This design comes from an exercise in tuning for a short achievable clock period and few clock cycles on the open sky130 flow, not from production work.
No functional check of the RTL was part of this run.
Power and IR drop assume default switching activity.

$ cat flow/config.mk
export PLATFORM = sky130hd
export DESIGN_NAME = datapath
export DESIGN_NICKNAME = datapath
export VERILOG_FILES = /design/flow/design.v
export SDC_FILE = /design/flow/constraint.sdc
export NUM_CORES = 4
export LEC_CHECK = 0
export CAP_MARGIN = 20
export CORE_MARGIN = 2
export CORE_UTILIZATION = 40
export PLACE_DENSITY = 0.6
export SETUP_SLACK_MARGIN = 0.2
export SLEW_MARGIN = 20
$ cat flow/constraint.sdc
create_clock -name core_clock -period 10.0 [get_ports {clk}]
set_input_delay 2.0000 -clock core_clock [delete_from_list [all_inputs] [get_ports {clk}]]
set_output_delay 2.0000 -clock core_clock [all_outputs]
set_load 0.01 [all_outputs]
$ cat flow/run.sh
#!/bin/bash
# synth_recipe.tcl (not shown) runs the flow's synth.tcl, then flattens the netlist and writes it again
# the make line also repeats each setting of config.mk as NAME=value (left out here)
make -C /OpenROAD-flow-scripts/flow DESIGN_CONFIG=/design/flow/config.mk WORK_HOME=/design/flow/orfs CLKGATE_MAP_FILE= SYNTH_SCRIPT=/design/flow/synth_recipe.tcl finish
$ cat flow/design.v
`timescale 1ns / 1ns
module alu (
    input [3:0] op_code,
    input [31:0] operand1,
    input [31:0] operand2,
    output reg [31:0] result,
    output reg branch
);
    always @(*) begin
        result = 32'h0;
        branch = 0;
        case (op_code)
            4'h0: result = operand1 + operand2;
            4'h1: result = operand1 - operand2;
            4'h2: result = operand1 & operand2;
            4'h3: result = operand1 | operand2;
            4'h4: result = operand1 ^ operand2;
            4'h5: result = operand1 << operand2[4:0];
            4'h6: result = $signed(operand1) >>> operand2[4:0];
            4'h7: result = operand1 >> operand2[4:0];
            4'h8: if ($signed(operand1) < $signed(operand2)) result = 32'h1;
            4'h9: if (operand1 < operand2) result = 32'h1;
            4'ha: if (operand1 == operand2) branch = 1;
            4'hb: if (operand1 != operand2) branch = 1;
            4'hc: if ($signed(operand1) >= $signed(operand2)) branch = 1;
            4'hd: if (operand1 >= operand2) branch = 1;
            4'he: if ($signed(operand1) < $signed(operand2)) branch = 1;
            4'hf: if (operand1 < operand2) branch = 1;
        endcase
    end
endmodule
`timescale 1ns / 1ns
module controller (
    input  [31:0] inst,
    output [ 2:0] d_con,
    output [ 8:0] e_con,
    output [ 6:0] m_con,
    output [ 5:0] w_con
);
    wire [6:0] opcode, funct7;
    wire [2:0] funct3;
    assign opcode = inst[6:0];
    assign funct3 = inst[14:12];
    assign funct7 = inst[31:25];
    reg [2:0] imm_type;
    assign d_con = imm_type;
    reg [3:0] alu_opcode;
    reg alu_pc, alu_imm, write_imm, jalx, branch_target_sel;
    assign e_con[3:0] = alu_opcode;
    assign e_con[4]   = alu_pc;
    assign e_con[5]   = alu_imm;
    assign e_con[6]   = write_imm;
    assign e_con[7]   = jalx;
    assign e_con[8]   = branch_target_sel;
    reg [1:0] reg_write_sel, mem_read_en;
    reg [1:0] mem_write_en;
    reg mem_sign;
    assign m_con[1:0] = reg_write_sel;
    assign m_con[3:2] = mem_read_en;
    assign m_con[5:4] = mem_write_en;
    assign m_con [6] = mem_sign;
    reg regfile_we;
    assign w_con[4:0] = inst[11:7];
    assign w_con[5] = regfile_we;
    always @(*) begin
        case (opcode)
            7'b0000011: begin   
                imm_type   = 3'b000;
                alu_opcode = 0;
                alu_pc = 0;
                alu_imm = 1;
                write_imm = 0;
                jalx = 0;
                reg_write_sel = 2'b10;
                branch_target_sel = 0;
                mem_write_en = 0;
                regfile_we = 1;
                case (funct3)
                    3'b000: begin  
                        mem_read_en = 2'b01;
                        mem_sign = 1;
                    end
                    3'b001: begin  
                        mem_read_en = 2'b10;
                        mem_sign = 1;
                    end
                    3'b010: begin  
                        mem_read_en = 2'b11;
                        mem_sign = 1;
                    end
                    3'b100: begin  
                        mem_read_en = 2'b01;
                        mem_sign = 0;
                    end
                    3'b101: begin  
                        mem_read_en = 2'b10;
                        mem_sign = 0;
                    end
                    default: begin
                        mem_read_en = 0;
                        mem_sign = 0;
                    end
                endcase
            end
            7'b0001111: begin   
                imm_type   = 0;
                alu_opcode = 0;
                alu_pc = 0;
                alu_imm = 0;
                write_imm = 0;
                jalx = 0;
                reg_write_sel = 0;
                branch_target_sel = 0;
                mem_read_en = 0;
                mem_write_en = 0;
                regfile_we = 0;
                mem_sign = 0;
                case (funct3)
                    3'b000:  ;   
                    3'b001:  ;   
                    default: ;
                endcase
            end
            7'b0010011: begin   
                imm_type = 3'b000;
                alu_pc = 0;
                alu_imm = 1;
                write_imm = 0;
                jalx = 0;
                reg_write_sel = 2'b01;
                branch_target_sel = 0;
                mem_read_en = 0;
                mem_write_en = 0;
                regfile_we = 1;
                mem_sign = 0;
                case (funct3)
                    3'b000: alu_opcode = 0;   
                    3'b001: alu_opcode = 5;   
                    3'b010: alu_opcode = 8;   
                    3'b011: alu_opcode = 9;   
                    3'b100: alu_opcode = 4;   
                    3'b101:
                    case (funct7)
                        7'b0000000: alu_opcode = 7;   
                        7'b0100000: alu_opcode = 6;   
                        default: alu_opcode = 0;
                    endcase
                    3'b110: alu_opcode = 3;   
                    3'b111: alu_opcode = 2;   
                endcase
            end
            7'b0010111: begin   
                imm_type   = 3'b011;
                alu_opcode = 0;
                alu_pc = 1;
                alu_imm = 1;
                write_imm = 0;
                jalx = 0;
                reg_write_sel = 2'b01;
                branch_target_sel = 0;
                mem_read_en = 0;
                mem_write_en = 0;
                regfile_we = 1;
                mem_sign = 0;
            end
            7'b0100011: begin   
                imm_type   = 3'b001;
                alu_opcode = 0;
                alu_pc = 0;
                alu_imm = 1;
                write_imm = 0;
                jalx = 0;
                reg_write_sel = 0;
                branch_target_sel = 0;
                mem_read_en = 0;
                regfile_we = 0;
                mem_sign = 1;
                case (funct3)
                    3'b000: mem_write_en = 2'b01;  
                    3'b001: mem_write_en = 2'b10;  
                    3'b010: mem_write_en = 2'b11;  
                    default: mem_write_en = 0;
                endcase
            end
            7'b0110011: begin   
                imm_type = 0;
                alu_pc = 0;
                alu_imm = 0;
                write_imm = 0;
                jalx = 0;
                reg_write_sel = 2'b01;
                branch_target_sel = 0;
                mem_read_en = 0;
                mem_write_en = 0;
                regfile_we = 1;
                mem_sign = 0;
                case (funct3)
                    3'b000:
                    case (funct7)
                        7'b0000000: alu_opcode = 0;   
                        7'b0100000: alu_opcode = 1;   
                        default: alu_opcode = 0;
                    endcase
                    3'b001: alu_opcode = 5;   
                    3'b010: alu_opcode = 8;   
                    3'b011: alu_opcode = 9;   
                    3'b100: alu_opcode = 4;   
                    3'b101:
                    case (funct7)
                        7'b0000000: alu_opcode = 7;   
                        7'b0100000: alu_opcode = 6;   
                        default: alu_opcode = 0;
                    endcase
                    3'b110: alu_opcode = 3;   
                    3'b111: alu_opcode = 2;   
                endcase
            end
            7'b0110111: begin   
                imm_type   = 3'b011;
                alu_opcode = 0;
                alu_pc = 0;
                alu_imm = 0;
                write_imm = 1;
                jalx = 0;
                reg_write_sel = 2'b01;
                branch_target_sel = 0;
                mem_read_en = 0;
                mem_write_en = 0;
                regfile_we = 1;
                mem_sign = 0;
            end
            7'b1100011: begin   
                imm_type = 3'b010;
                alu_pc = 0;
                alu_imm = 0;
                write_imm = 0;
                jalx = 0;
                reg_write_sel = 0;
                branch_target_sel = 0;
                mem_read_en = 0;
                mem_write_en = 0;
                regfile_we = 0;
                mem_sign = 0;
                case (funct3)
                    3'b000:  alu_opcode = 4'ha;   
                    3'b001:  alu_opcode = 4'hb;   
                    3'b100:  alu_opcode = 4'he;   
                    3'b101:  alu_opcode = 4'hc;   
                    3'b110:  alu_opcode = 4'hf;   
                    3'b111:  alu_opcode = 4'hd;   
                    default: alu_opcode = 0;
                endcase
            end
            7'b1100111: begin   
                imm_type   = 3'b000;
                alu_opcode = 0;
                alu_pc = 0;
                alu_imm = 1;
                write_imm = 0;
                jalx = 1;
                reg_write_sel = 2'b00;
                branch_target_sel = 1;
                mem_read_en = 0;
                mem_write_en = 0;
                regfile_we = 1;
                mem_sign = 0;
            end
            7'b1101111: begin   
                imm_type   = 3'b100;
                alu_opcode = 0;
                alu_pc = 0;
                alu_imm = 0;
                write_imm = 0;
                jalx = 1;
                reg_write_sel = 2'b00;
                branch_target_sel = 0;
                mem_read_en = 0;
                mem_write_en = 0;
                regfile_we = 1;
                mem_sign = 0;
            end
            7'b1110011: begin   
                imm_type   = 3'b000;
                alu_opcode = 0;
                alu_pc = 0;
                alu_imm = 0;
                write_imm = 0;
                jalx = 0;
                reg_write_sel = 0;
                branch_target_sel = 0;
                mem_read_en = 0;
                mem_write_en = 0;
                regfile_we = 0;
                mem_sign = 0;
                case (funct3)
                    3'b000:
                    case (funct7)
                        7'b0000000: ;   
                        7'b0000001: ;   
                        default: ;
                    endcase
                    3'b001: ;   
                    3'b010: ;   
                    3'b011: ;   
                    3'b101: ;   
                    3'b110: ;   
                    3'b111: ;   
                    default: ;
                endcase
            end
            default begin
                imm_type   = 3'b000;
                alu_opcode = 0;
                alu_pc = 0;
                alu_imm = 0;
                write_imm = 0;
                jalx = 0;
                reg_write_sel = 0;
                branch_target_sel = 0;
                mem_read_en = 0;
                mem_write_en = 0;
                regfile_we = 0;
                mem_sign = 0;
            end
        endcase
    end
endmodule
`timescale 1ns / 1ns
module forwarding_unit (
    input em_regfile_we,
    input [4:0] em_rd,
    input mw_regfile_we,
    input [4:0] mw_rd,
    input [4:0] rs1,
    input [4:0] rs2,
    output reg [1:0] forward1,
    output reg [1:0] forward2
);
    always @(*) begin
        forward1 = 0;
        forward2 = 0;
        if (em_regfile_we && |em_rd && em_rd == rs1) forward1 = 2'b10;
        else if (mw_regfile_we && |mw_rd && mw_rd == rs1) forward1 = 2'b01;
        if (em_regfile_we && |em_rd && em_rd == rs2) forward2 = 2'b10;
        else if (mw_regfile_we && |mw_rd && mw_rd == rs2) forward2 = 2'b01;
    end
endmodule
`timescale 1ns / 1ns
module hazard_unit (
    input de_mem_read_en,
    input rs2_valid,
    input [4:0] de_rd,
    input [4:0] rs1,
    input [4:0] rs2,
    output stall
);
    assign stall = de_mem_read_en & (de_rd == rs1 | (de_rd == rs2 & rs2_valid));
endmodule
`timescale 1ns / 1ns
module imm_gen (
    input [31:0] inst,
    input [2:0] imm_type,
    output reg [31:0] imm
);
    always @(*) begin
        case (imm_type)
            3'b000:  imm = {{21{inst[31]}}, inst[30:25], inst[24:20]};
            3'b001:  imm = {{21{inst[31]}}, inst[30:25], inst[11:7]};
            3'b010:  imm = {{20{inst[31]}}, inst[7], inst[30:25], inst[11:8], 1'b0};
            3'b011:  imm = {inst[31:12], 12'b0};
            3'b100:  imm = {{12{inst[31]}}, inst[19:12], inst[20], inst[30:21], 1'b0};
            default: imm = 0;
        endcase
    end
endmodule
`timescale 1ns / 1ns
module reg_file (
    input clk,
    input we,
    input [4:0] rs1,
    input [4:0] rs2,
    input [4:0] rd,
    input [31:0] rd_in,
    output reg [31:0] rs1_out,
    output reg [31:0] rs2_out
);
    reg [31:0] regfile[1:31];
    always @(posedge clk) if (we && rd != 0) regfile[rd] <= rd_in;
    always @(*) begin
        if (|rs1) begin
            if (we && rs1 == rd) rs1_out = rd_in;
            else rs1_out = regfile[rs1];
        end else rs1_out = 0;
        if (|rs2) begin
            if (we && rs2 == rd) rs2_out = rd_in;
            else rs2_out = regfile[rs2];
        end else rs2_out = 0;
    end
endmodule
`timescale 1ns / 1ns
module d_stage (
    input clk,
    input rst,
    input flush,
    input [31:0] inst,
    input [31:0] rs1_out,
    input [31:0] rs2_out,
    input [31:0] pc,
    output reg [31:0] opr1,
    output reg [31:0] opr2,
    output reg [31:0] imm,
    output reg [31:0] pc_out,
    output [4:0] rs1,
    output [4:0] rs2,
    output reg [5:0] w_con,
    output reg [8:0] e_con,
    output reg [6:0] m_con,
    output reg [4:0] de_rs1,
    output reg [4:0] de_rs2,
    output stall
);
    wire [2:0] imm_type;
    wire [8:0] e_con_wire;
    wire [6:0] m_con_wire;
    wire [5:0] w_con_wire;
    wire [31:0] imm_wire;
    assign rs1 = inst[19:15];
    assign rs2 = inst[24:20];
    controller controller_0 (
        .inst (inst),
        .d_con(imm_type),
        .e_con(e_con_wire),
        .m_con(m_con_wire),
        .w_con(w_con_wire)
    );
    hazard_unit hazard_detector (
        .de_mem_read_en(w_con[5]),
        .rs2_valid(~e_con_wire[5]),
        .de_rd(w_con[4:0]),
        .rs1(rs1),
        .rs2(rs2),
        .stall(stall)
    );
    imm_gen imm_generator (
        .inst(inst),
        .imm_type(imm_type),
        .imm(imm_wire)
    );
    always @(posedge clk) begin
        if (rst | stall | flush) begin
            e_con <= 0;
            m_con <= 0;
            w_con <= 0;
        end else begin
            e_con <= e_con_wire;
            m_con <= m_con_wire;
            w_con <= w_con_wire;
        end
        opr1 <= rs1_out;
        opr2 <= rs2_out;
        imm <= imm_wire;
        pc_out <= pc;
        de_rs1 <= rs1;
        de_rs2 <= rs2;
    end
endmodule
`timescale 1ns / 1ns
module e_stage (
    input clk,
    input rst,
    input [31:0] opr1,
    input [31:0] opr2,
    input [31:0] imm,
    input [31:0] pc,
    input [8:0] e_con,
    input [6:0] m_con_in,
    input [5:0] w_con_in,
    input em_regfile_we,
    input [4:0] em_rd,
    input mw_regfile_we,
    input [4:0] mw_rd,
    input [4:0] rs1,
    input [4:0] rs2,
    input [31:0] em_data,
    input [31:0] mw_data,
    output reg branch,
    output reg [31:0] alu_result,
    output reg [31:0] branch_target,
    output reg [31:0] write_data,
    output reg [31:0] pc_out,
    output reg [5:0] w_con_out,
    output reg [6:0] m_con_out,
    output reg [4:0] em_rs2
);
    wire [3:0] alu_opcode;
    wire alu_pc, alu_imm, branch_wire, write_imm, jalx, branch_target_sel;
    wire [1:0] forward1, forward2;
    wire [31:0] result_wire;
    reg [31:0] operand1, operand2, opr1_wire, opr2_wire;
    assign alu_opcode = e_con[3:0];
    assign alu_pc = e_con[4];
    assign alu_imm = e_con[5];
    assign write_imm = e_con[6];
    assign jalx = e_con[7];
    assign branch_target_sel = e_con[8];
    forwarding_unit forwarding_unit_0 (
        .em_regfile_we(em_regfile_we),
        .em_rd(em_rd),
        .mw_regfile_we(mw_regfile_we),
        .mw_rd(mw_rd),
        .rs1(rs1),
        .rs2(rs2),
        .forward1(forward1),
        .forward2(forward2)
    );
    always @(*) begin
        case (forward1)
            2'b00: opr1_wire = opr1;
            2'b10: opr1_wire = em_data;
            2'b01: opr1_wire = mw_data;
            default opr1_wire = opr1;
        endcase
        case (forward2)
            2'b00: opr2_wire = opr2;
            2'b10: opr2_wire = em_data;
            2'b01: opr2_wire = mw_data;
            default: opr2_wire = opr2;
        endcase
        if (alu_pc) operand1 = pc;
        else operand1 = opr1_wire;
        if (alu_imm) operand2 = imm;
        else operand2 = opr2_wire;
        branch = jalx | branch_wire;
        if (branch_target_sel) branch_target = {result_wire[31:1], 1'b0};
        else branch_target = imm + pc;
    end
    alu alu_0 (
        .op_code (alu_opcode),
        .operand1(operand1),
        .operand2(operand2),
        .result  (result_wire),
        .branch  (branch_wire)
    );
    always @(posedge clk) begin
        if (rst) begin
            m_con_out <= 0;
            w_con_out <= 0;
        end else begin
            m_con_out <= m_con_in;
            w_con_out <= w_con_in;
        end
        write_data <= opr2_wire;
        pc_out <= pc;
        em_rs2 <= rs2;
        if (write_imm) alu_result <= imm;
        else alu_result <= result_wire;
    end
endmodule
`timescale 1ns / 1ns
module m_stage (
    input clk,
    input rst,
    input [31:0] alu_result,
    input [31:0] pc,
    input [6:0] m_con,
    input [5:0] w_con_in,
    output [31:0] data_addr,
    output [1:0] mem_read_en,
    output [1:0] mem_write_en,
    input [31:0] mem_data_l,
    output reg [31:0] reg_write_data,
    output reg [5:0] w_con_out
);
    wire mem_sign;
    wire [1:0] reg_write_sel;
    assign reg_write_sel = m_con[1:0];
    assign mem_read_en = m_con[3:2];
    assign mem_write_en = m_con[5:4];
    assign mem_sign = m_con[6];
    assign data_addr = alu_result;
    always @(posedge clk) begin
        case (reg_write_sel)
            2'b00:   reg_write_data <= pc + 4;
            2'b01:   reg_write_data <= alu_result;
            2'b10:   begin
                if (mem_sign) begin
                    case (mem_read_en)
                        2'b11: reg_write_data <= mem_data_l;
                        2'b10: reg_write_data <= {{16{mem_data_l[15]}}, mem_data_l[15:0]};
                        2'b01: reg_write_data <= {{24{mem_data_l[7]}}, mem_data_l[7:0]};
                        2'b00: reg_write_data <= 0;
                    endcase
                end else reg_write_data <= mem_data_l;
            end
            default: reg_write_data <= 0;
        endcase
        if (rst) w_con_out <= 0;
        else w_con_out <= w_con_in;
    end
endmodule
`timescale 1ns / 1ns
module datapath (
    input clk,
    input rst,
    input [31:0] data_in,
    input [31:0] inst_in,
    output [1:0] read_en,
    output [1:0] write_en,
    output [31:0] data_addr,
    output reg [31:0] inst_addr,
    output reg [31:0] data_out
);
    wire stall, branch;
    wire [31:0] branch_target;
    wire [5:0] mw_w_con;
    wire regfile_we;
    wire [4:0] rs1, rs2, rd;
    wire [31:0] rd_in, rs1_out, rs2_out;
    reg_file regfile (
        .clk(clk),
        .we(regfile_we),
        .rs1(rs1),
        .rs2(rs2),
        .rd(rd),
        .rd_in(rd_in),
        .rs1_out(rs1_out),
        .rs2_out(rs2_out)
    );
    wire pc_sel;
    reg [31:0] pc, inst_reg, pc_wire, fd_pc;
    always @(posedge clk) begin
        if (rst) begin
            pc <= 0;
            inst_reg <= 0;
            fd_pc <= 0;
        end else if (branch) begin
            pc <= branch_target + 4;
            inst_reg <= inst_in;
            fd_pc <= branch_target;
        end else if (stall) begin
            pc <= pc;
            inst_reg <= inst_reg;
            fd_pc <= fd_pc;
        end else begin
            pc <= pc + 4;
            inst_reg <= inst_in;
            fd_pc <= pc;
        end
    end
    always @(*) begin
        if (branch) inst_addr = branch_target;
        else inst_addr = pc;
    end
    wire [31:0] opr1, opr2, imm, de_pc;
    wire [8:0] de_e_con;
    wire [7:0] de_m_con;
    wire [6:0] de_w_con;
    wire [4:0] de_rs1, de_rs2;
    d_stage decode (
        .clk(clk),
        .rst(rst),
        .flush(branch),
        .inst(inst_reg),
        .rs1_out(rs1_out),
        .rs2_out(rs2_out),
        .pc(fd_pc),
        .opr1(opr1),
        .opr2(opr2),
        .imm(imm),
        .pc_out(de_pc),
        .rs1(rs1),
        .rs2(rs2),
        .e_con(de_e_con),
        .m_con(de_m_con),
        .w_con(de_w_con),
        .de_rs1(de_rs1),
        .de_rs2(de_rs2),
        .stall(stall)
    );
    wire [31:0] alu_result, em_pc, write_data_wire;
    wire [6:0] em_m_con;
    wire [5:0] em_w_con;
    wire [4:0] em_rs2;
    e_stage execute (
        .clk(clk),
        .rst(rst),
        .opr1(opr1),
        .opr2(opr2),
        .imm(imm),
        .pc(de_pc),
        .e_con(de_e_con),
        .m_con_in(de_m_con),
        .w_con_in(de_w_con),
        .em_regfile_we(em_w_con[5]),
        .em_rd(em_w_con[4:0]),
        .mw_regfile_we(mw_w_con[5]),
        .mw_rd(mw_w_con[4:0]),
        .rs1(de_rs1),
        .rs2(de_rs2),
        .em_data(alu_result),
        .mw_data(rd_in),
        .branch(branch),
        .alu_result(alu_result),
        .branch_target(branch_target),
        .write_data(write_data_wire),
        .pc_out(em_pc),
        .m_con_out(em_m_con),
        .w_con_out(em_w_con),
        .em_rs2(em_rs2)
    );
    m_stage memory (
        .clk(clk),
        .rst(rst),
        .alu_result(alu_result),
        .pc(em_pc),
        .m_con(em_m_con),
        .w_con_in(em_w_con),
        .data_addr(data_addr),
        .mem_read_en(read_en),
        .mem_write_en(write_en),
        .mem_data_l(data_in),
        .reg_write_data(rd_in),
        .w_con_out(mw_w_con)
    );
    always @(*) begin
        if (regfile_we & (|rd) & rd == em_rs2) data_out = rd_in;
        else data_out = write_data_wire;
    end
    assign rd = mw_w_con[4:0];
    assign regfile_we = mw_w_con[5];
endmodule
==> summary.txt <==
-- final cells by class --
cell class / count / area, um2 / area share [%]
Timing Repair Buffer: 624 / 5230 / 6.04
Clock buffer: 211 / 4240 / 4.90
Sequential cell: 1400 / 38000 / 43.9
Clock inverter: 76 / 821 / 0.949
Inverter: 153 / 579 / 0.670
Tap cell: 2464 / 3080 / 3.56
Multi-Input combinational cell: 3991 / 34500 / 39.9
Antenna cell: 6 / 15.0 / 0.0174
-- kinds of logic after synthesis --
family                     share of synthesized area (%)
AOI/OAI and AO/OA                                   13.2
xor gates and xnor gates                            1.61
adders and majority gates                           2.28
buffers and inverters                               3.27
DFF                                                 51.3
muxes                                               19.2
and+or+nand+nor                                     9.14
-- cells in the final DEF (no fill, tap or decap), drive strengths merged, types with 49 or more instances in the layout --
cell type        n
clkinv          57
a21o            49
mux4           450
o21ai          288
edfxtp         992
mux2i          246
o221ai          63
nor3           196
nor2b           73
mux2           140
xnor2           93
nor2           418
a21oi          435
nand3          128
a311oi          49
a211oi         109
clkdlybuf4s50  163
inv            160
nand2          369
a221oi          98
nor4            65
ha             130
buf            460
dfxtp          408
clkbuf         211
-- worst paths after layout --
check	end	cells after the start	slack (ns)	from
worst max register to register	pc[24]	31	1.79	memory.w_con_out[2]
worst min register to register	decode.pc_out[15]	0	0.34	fd_pc[15]
worst max-delay path	inst_addr[23]	24	0.27	memory.w_con_out[3]
worst min-delay path	decode.pc_out[15]	0	0.34	fd_pc[15]
-- cell usage after synthesis, drive strengths merged (13+ instances only) --
| master | count | area, um2 |
|---|---|---|
| a2111oi | 29 | 275 |
| a211oi | 109 | 841 |
| a21o | 49 | 368 |
| a21oi | 435 | 2180 |
| a221oi | 98 | 858 |
| a22oi | 34 | 255 |
| a311oi | 49 | 489 |
| a31oi | 47 | 315 |
| and2 | 45 | 282 |
| and3 | 25 | 156 |
| buf | 136 | 621 |
| clkbuf | 325 | 1220 |
| dfxtp | 408 | 8170 |
| edfxtp | 992 | 29800 |
| ha | 130 | 1630 |
| inv | 151 | 572 |
| mux2 | 140 | 1580 |
| mux2i | 246 | 2460 |
| mux4 | 450 | 10100 |
| nand2 | 369 | 1390 |
| nand2b | 13 | 81.3 |
| nand3 | 128 | 646 |
| nand4 | 26 | 199 |
| nor2 | 416 | 1600 |
| nor2b | 73 | 457 |
| nor3 | 196 | 991 |
| nor4 | 65 | 443 |
| o211ai | 42 | 334 |
| o21a | 24 | 180 |
| o21ai | 288 | 1450 |
| o21bai | 21 | 158 |
| o221ai | 63 | 552 |
| o22ai | 25 | 156 |
| o31ai | 27 | 213 |
| or2 | 15 | 93.8 |
| or3 | 13 | 81.3 |
| xnor2 | 93 | 815 |
| xor2 | 43 | 377 |
-- worst max-delay path, stage by stage (launching register included) --
cell and delay (ns):
dfxtp_1 0.33, buf_4 0.19, or3_4 0.46, o311ai_4 0.42, buf_6 0.25, o21ai_0 0.16
a311oi_2 0.55, nor2_2 0.21, inv_1 0.13, ha_1 0.30, buf_4 0.19, and3_1 0.21
a311o_1 0.41, o2111ai_1 0.31, a21oi_1 0.15, o21ai_0 0.32, nor3_1 0.09, o41ai_1 0.59
buf_4 0.22, o211ai_1 0.09, buf_4 0.22, a222oi_1 0.35, buf_4 0.18, inv_1 0.05
clkdlybuf4s50_1 0.49
-- metal layers --
layer	part of all wire [%]	GRT usage [%]
met4	6.5	20.1
met2	43	51.9
met5	0.058	0
met3	10	8.76
met1	40	48.6
-- what timing repair did --
| action | 4_1_cts | 5_1_grt |
|---|---|---|
| setup endpoints to repair | 32 | 32 |
| setup buffers | 11 | 16 |
| gates resized for setup | 44 | 64 |
| gates cloned | 2 | 0 |
| hold buffers | 0 | 0 |
| hold endpoints to repair | 0 | 0 |
| pin swaps | 8 | 13 |
-- power breakdown --
part / switching, uW / internal [uW]
registers: 416 / 6300
logic: 2190 / 1220
clock network: 2490 / 3240
total: 5110 / 10800
-- stage by stage --
step	utilization (%)	cell area, um2	setup WS, ns
3_3_place_gp	44.0	80700	0.197
2_1_floorplan	-	74000	1.30
4_1_cts	46.9	86100	0.116
5_1_grt	47.1	86500	0.151
3_5_place_dp	44.0	80700	-0.0341
6_report	47.1	86500	0.272
==> flow_metrics.env <==
export IMPL_outcome="no timing/DRC/antenna violations"
export IMPL_ys_types=112
export IMPL_grt_pass1_wl_um=464000
export IMPL_yosysWarnings=13
export IMPL_synth_edf_count=992
export IMPL_slew_headroom_pct=9.62
export IMPL_syn2layout_area_growth_pct=16.9
export IMPL_fin_crit_sh_pct=97.3
export IMPL_grt_max_degree=89
export IMPL_wl_per_cell_um=38.1
export IMPL_synth_avg_cell_area_um2=12.3
export IMPL_synth_flop_cell="edfxtp_1"
export IMPL_drive_gt1_share_pct=23.3
export IMPL_die_h_um=434
export IMPL_drc=0
export IMPL_place_congestion=1.10
export IMPL_hold_slack_ns=0.340
export IMPL_grt_overflow=0
export IMPL_wl_um=340000
export IMPL_io_buffer_count=165
export IMPL_drt_first_pass_iters=8
export IMPL_ys_ff_latch=1400
export IMPL_ios=166
export IMPL_maxSlewViolCount=0
export IMPL_cts_tree="yes"
export IMPL_power_density_nw_per_um2=183
export IMPL_clock_skew_ns=0.0591
export IMPL_grt_total_usage_pct=35.6
export IMPL_first_global_vias=57000
export IMPL_core_area_um2=183000
export IMPL_largest_reg_flops=992
export IMPL_netlist_instances=6003
export IMPL_worst_path_max_fanout=19
export IMPL_seq_area_frac_synth_pct=51.3
export IMPL_cts_root_buf="clkbuf_16"
export IMPL_dp_cells=8602
export IMPL_syn_cell_area_um2=74000
export IMPL_crit_required_ns=8.00
export IMPL_clock_sinks=1400
export IMPL_vias=58900
export IMPL_cp_arrival_ns=7.73
export IMPL_clkTransAtPathRegs_ns=0.06
export IMPL_drtIter0Drc=8560
export IMPL_top_register="regfile.regfile"
export IMPL_viasPerCell=6.60
export IMPL_fillCellCount=16500
export IMPL_total_power_uw=15900
export IMPL_min_delay_path_class="reg2reg"
export IMPL_start_kind="flip-flop"
export IMPL_fmax_mhz=103
export IMPL_final_nets=6523
export IMPL_endpoint_kind="output pin"
export IMPL_hpwlAfterDp_um=237000
export IMPL_hold_viol_final=0
export IMPL_power_leakage_uw=0.0297
export IMPL_rows=157
export IMPL_dieArea_um2=188000
export IMPL_htree_levels=4
export IMPL_peakVddDrop_uv=191
export IMPL_grt_antenna_before_repair=29
export IMPL_syn_nets=6202
export IMPL_period_minus_slack_ns=9.73
export IMPL_numCtsBuffers=154
export IMPL_ant_nets=0
export IMPL_die_width_um=434
export IMPL_fin_tns_setup_ns=0
export IMPL_rsz0062_at_grt="true"
export IMPL_start_util_pct=40.3
export IMPL_crit_type="reg2out"
export IMPL_worstMarginPinSlew_ns=1.34
export IMPL_setup_violations=0
export IMPL_maxCapViolCount=0
export IMPL_fin_cells=8925
export IMPL_ys_async_sr_fraction_pct=0
export IMPL_clkLatencyLatePin_ns=0.84
export IMPL_clk_path_buf_depth=3

[static timing again, ports no longer ideal]
How much do the figures lean on ideal ports? The routed layout below was timed once more, with nothing changed but the port constraints. Step 1: set_driving_cell puts a clkbuf_16 on clk and a buf_2 on each other input, an assumption about the parent block. Step 2 moves the port delays by t, midway between the first and last clock arrival at a register: inputs arrive t later, outputs are due t later. That takes back most of the time a late clock gives input paths. a / b / c = no drivers / after step 1 / after step 2; a / b = the first two.
shift t [ns]: 0.899
setup WS [ns]: 0.272 / 0.185 / 1.085
hold WS [ns]: 0.340 / 0.340 / 0.340
worst setup path after step 2: register to output
pins driven straight from the clock port: 1
After both steps setup and hold are still met in this run. The setup slack of this run moves by -0.087 ns with the drivers and by +0.813 ns with both steps.
